This design comes from an exercise in tuning for small area and a short achievable clock period on the open sky130 flow, not from production work. RTL that was checked went through simulation tests only; none was proved equivalent to the original. Power is estimated from default activity; no workload was simulated.

// m6502_org
module m6502_org (clk,
   addr,
   dataenb,
   datai,
   datao,
   irq_n,
   nmi_n,
   sob_n,
   res_n,
   rdy,
   vpa,
   sync,
   we_n
   );
For scale: ~2000 cells after synthesis, roughly 0.013 mm² of cells after synthesis.
clock: 10.0 ns
lec_check: 0
abc_area: 1
cap_margin: 20
core_margin: 2
core_utilization: 40
gpl_routability_driven: 0
place_density: 0.7
setup_slack_margin: 5
slew_margin: 20
standard.sh (not shown) runs the stock make flow with config.mk's settings and CLKGATE_MAP_FILE= SYNTH_SCRIPT=/design/flow/synth_recipe.tcl, a recipe that flattens the netlist after the stock synthesis.
==> flow/flow/run.sh <==
#!/bin/bash
set -e
export BUFFER_PORTS_ARGS="-buffer_cell sky130_fd_sc_hd__buf_2"
bash standard.sh > standard.log 2>&1
The first run finished clean.
Rerun with:
==> flow/flow/run.sh (replaced) <==
#!/bin/bash
set -e
cp standard.sh standard_copy.sh.txt
export BUFFER_PORTS_ARGS="-buffer_cell sky130_fd_sc_hd__buf_4"
bash standard.sh > standard.log 2>&1
GPL_ROUTABILITY_DRIVEN = unset   (was 0)
PLACE_DENSITY = 0.6   (was 0.7)
What happened: Routed wire length climbs by about a fifth; total power climbs by a few percent; core utilization is higher by 0.84 points; sequential power is about the same; non-clock buffer count rises by 17; cell area climbs slightly; die area does not change.
Rerun with:
==> flow/flow/run.sh (replaced) <==
#!/bin/bash
set -e
export BUFFER_PORTS_ARGS="-buffer_cell sky130_fd_sc_hd__buf_2"
bash standard.sh > standard.log 2>&1
PLACE_DENSITY = 0.7   (was 0.6)
Total power fell by a few percent.
Register-to-register slack is worse by 20 ps.
Die area does not change.
Utilization shrinks by 0.73 points.
Cell area is lower slightly.
Sequential power hardly moves.
Rerun with:
SYNTH_HIERARCHICAL = 1   (was unset)
The new run ran to the end with no violations.
Area after synthesis rose by 35%.
Setup slack gets worse by 58 ps.
Sequential share of layout area went down by 6.7 points.
Combinational power went up by 24%.
Die area rises by 34%.
Clock power increases by 3.9%.
Sequential power rises by about 7%.
Power rises by 14%.
Rerun with:
==> flow/flow/run.sh (replaced) <==
#!/bin/bash
set -e
export BUFFER_PORTS_ARGS="-buffer_cell sky130_fd_sc_hd__buf_1"
bash standard.sh > standard.log 2>&1
PLACE_DENSITY = 0.6   (was 0.7)
SYNTH_HIERARCHICAL = unset   (was 1)
After rerunning:
- sequential power drops by about 7%
- worst hold slack loses 44 ps
- clock power climbs by about 2%
- die area drops by 25%
- core utilization climbs by 1.9 points
- critical path depth drops by 25
- power drops by 12%
- final area drops by 23%
Rerun with:
==> flow/flow/run.sh (replaced) <==
#!/bin/bash
set -e
export BUFFER_PORTS_ARGS="-buffer_cell sky130_fd_sc_hd__buf_2"
bash standard.sh > standard.log 2>&1
PLACE_DENSITY = 0.5   (was 0.6)
=> Via count fell by 1.1%; cell area is about the same; setup slack got worse by 34 ps; combinational power stays flat; first-iteration DRC count fell by 11%; clock skew rose by 12 ps; non-clock buffer count fell by 7; final cell count is about the same; core utilization rose by 0.11 points; wire length rose by 3.3%.

========
cedar:
m6502_org, a different RTL version from the one above (not shown whole).
Size: roughly 2100 cells after synthesis, about 42 I/O pins.
export LEC_CHECK = 0
export ABC_AREA = 1
export CAP_MARGIN = 20
export CORE_MARGIN = 2
export CORE_UTILIZATION = 55
export PLACE_DENSITY = 0.75
export SETUP_SLACK_MARGIN = 5
export SLEW_MARGIN = 20
create_clock -name core_clock -period 10.0 [get_ports {clk}]
==> flow/flow/run.sh <==
#!/bin/bash
set -e
cp standard.sh standard_copy.sh.txt
export BUFFER_PORTS_ARGS="-buffer_cell sky130_fd_sc_hd__buf_4"
bash standard.sh > standard.log 2>&1
> inputs changed (cedar -> violet)
Settings: swapping 0.75 for 0.6 in PLACE_DENSITY; swapping 55 for 40 in CORE_UTILIZATION; swapping 20 for 5 in CAP_MARGIN; swapping 20 for 5 in SLEW_MARGIN.
Notes after the runs:
violet against cedar; last weighted congestion value of the routability-driven placer is down by a few percent.
Changes observed in violet relative to cedar: worst hold slack closely matched the old numbers, sequential share of layout area decreased by 0.28 points relative to the old numbers, routed wire length decreased by 0.76% relative to the old numbers, cell count increased by about 5% relative to the old numbers.
Logic depth of the worst setup path including buffers: violet vs cedar down 1
Changes observed in violet relative to cedar: clock power saw an increase; area added between synthesis and finish went up.
Comparing violet and cedar, final area is higher on violet.

========
Starting RTL as in the previous note.
clock: 10.0 ns
lec_check: 0
abc_area: 1
cap_margin: 20
core_margin: 2
core_utilization: 40
place_density: 0.6
slew_margin: 20
==> flow/flow/run.sh <==
#!/bin/bash
set -e
cp standard.sh standard_copy.sh.txt
export BUFFER_PORTS_ARGS="-buffer_cell sky130_fd_sc_hd__buf_4"
export SETUP_SLACK_MARGIN=5.5
bash standard.sh > standard.log 2>&1
The starting point passed the timing, design-rule and antenna checks.
==> next run, changes <==
--- a/flow/flow/run.sh
+++ b/flow/flow/run.sh
@@ -5 +4,0 @@
-export SETUP_SLACK_MARGIN=5.5
- ABC_AREA: 1 -> unset
- SETUP_SLACK_MARGIN: unset -> 5
Effect: Maximum frequency went down by a few percent. Hold slack is worse by 0.0031 ns. Wire length went down by a few percent. Die area went up slightly. Setup slack is worse by 0.30 ns. Utilization went down by 2.5 points. Cell area went down by a few percent. Via count went down by roughly a tenth. Synthesized cell count went down by about a fifth.
==> next run, changes <==
- ABC_AREA: unset -> 1
- SETUP_SLACK_MARGIN: 5 -> 4.7
The new run passed the timing, design-rule and antenna checks.
Non-clock buffer count fell by 56.
Die area fell by 1.9%.
Clock-buffer cell count is unchanged.
Hold slack is about the same.
Wire length increases by 0.87%.
Total power went down by 8.7%.
Sequential share of layout area is higher by 1.0 points.

========
m6502_org, a different RTL version from the one above (not shown whole).
Size in the first run: ~160 flip-flops, about 42 I/O pins, roughly 14000 sq um of cells after synthesis.
Design m6502_org, start of the top module:
module m6502_org (clk,
   addr,
   dataenb,
   datai,
   datao,
   irq_n,
   nmi_n,
   sob_n,
   res_n,
   rdy,
   vpa,
   sync,
   we_n
   );
==> flow/config.mk <==
export PLATFORM = sky130hd
export DESIGN_NAME = m6502_org
export DESIGN_NICKNAME = m6502_org
export VERILOG_FILES = /design/flow/design.v
export SDC_FILE = /design/flow/constraint.sdc
export NUM_CORES = 4
export LEC_CHECK = 0
export ABC_AREA = 1
export CAP_MARGIN = 20
export CORE_MARGIN = 2
export CORE_UTILIZATION = 40
export PLACE_DENSITY = 0.6
export SETUP_SLACK_MARGIN = 4
export SLEW_MARGIN = 20
==> flow/constraint.sdc <==
create_clock -name core_clock -period 10.0 [get_ports {clk}]
set_input_delay 2.0000 -clock core_clock [delete_from_list [all_inputs] [get_ports {clk}]]
set_output_delay 2.0000 -clock core_clock [all_outputs]
set_load 0.01 [all_outputs]
==> flow/flow/run.sh <==
#!/bin/bash
set -e
cp standard.sh standard_copy.sh.txt
export BUFFER_PORTS_ARGS="-buffer_cell sky130_fd_sc_hd__buf_4"
bash standard.sh > standard.log 2>&1
The first run ran to the end with no violations.
Edit:
SETUP_SLACK_MARGIN = 5   (was 4)
Area after synthesis stays the same.
Clock skew hardly moves.
Die area is unchanged.
Worst setup slack gets better by 0.48 ns.
Utilization increases by 2.5 points.
Global-route usage came out higher by 0.41 points.
No functional check of the RTL was part of any run of this note.

static timing again, ports no longer ideal:
How much do the figures lean on ideal ports? The routed layouts below were timed once more, with nothing changed but the port constraints. Step 1 sets driving cells, clkbuf_16 on the clock port and buf_2 on the other inputs (assumed; they add their load-dependent delay and slew). Step 2 adds t to the input delays and takes it off the output delays; t is the mean of the earliest and latest rising clock arrival at the registers after step 1. Input paths then give back, and output paths get back, about the clock's delay inside the block. a / b / c = no drivers / after step 1 / after step 2; a / b = the first two.
| run | t, ns | setup WS [ns] | worst setup path after step 2 |
|---|---|---|---|
| the first run of note 1 | 0.492 | 5.124 / 5.077 / 5.014 | input to register |
| the second run of note 1 | 0.506 | 5.145 / 5.089 / 4.689 | input to register |
| the third run of note 1 | 0.511 | 5.136 / 5.078 / 4.757 | input to register |
| the fourth run of note 1 | 0.512 | 5.078 / 5.026 / 4.807 | input to register |
| the fifth run of note 1 | 0.506 | 5.129 / 5.072 / 4.821 | input to register |
| the sixth run of note 1 | 0.511 | 5.095 / 5.041 / 4.735 | input to register |
| cedar | 0.486 | 5.079 / 5.025 / 4.754 | input to register |
| violet | 0.502 | 5.095 / 5.035 / 4.899 | input to register |
| the first run of note 3 | 0.498 | 5.323 / 5.268 / 5.272 | input to register |
| the second run of note 3 | 0.516 | 5.021 / 4.965 / 4.952 | input to register |
| the third run of note 3 | 0.495 | 4.888 / 4.844 / 4.428 | input to register |
| the first run of note 4 | 0.506 | 4.454 / 4.400 / 4.906 | register to output |
| the second run of note 4 | 0.506 | 4.930 / 4.877 / 5.079 | register to register |
After both steps setup and hold are still met in every run listed. For the third run of note 3, which loses most, drivers alone change the setup slack by -0.044 ns; drivers and shift together by -0.460 ns.
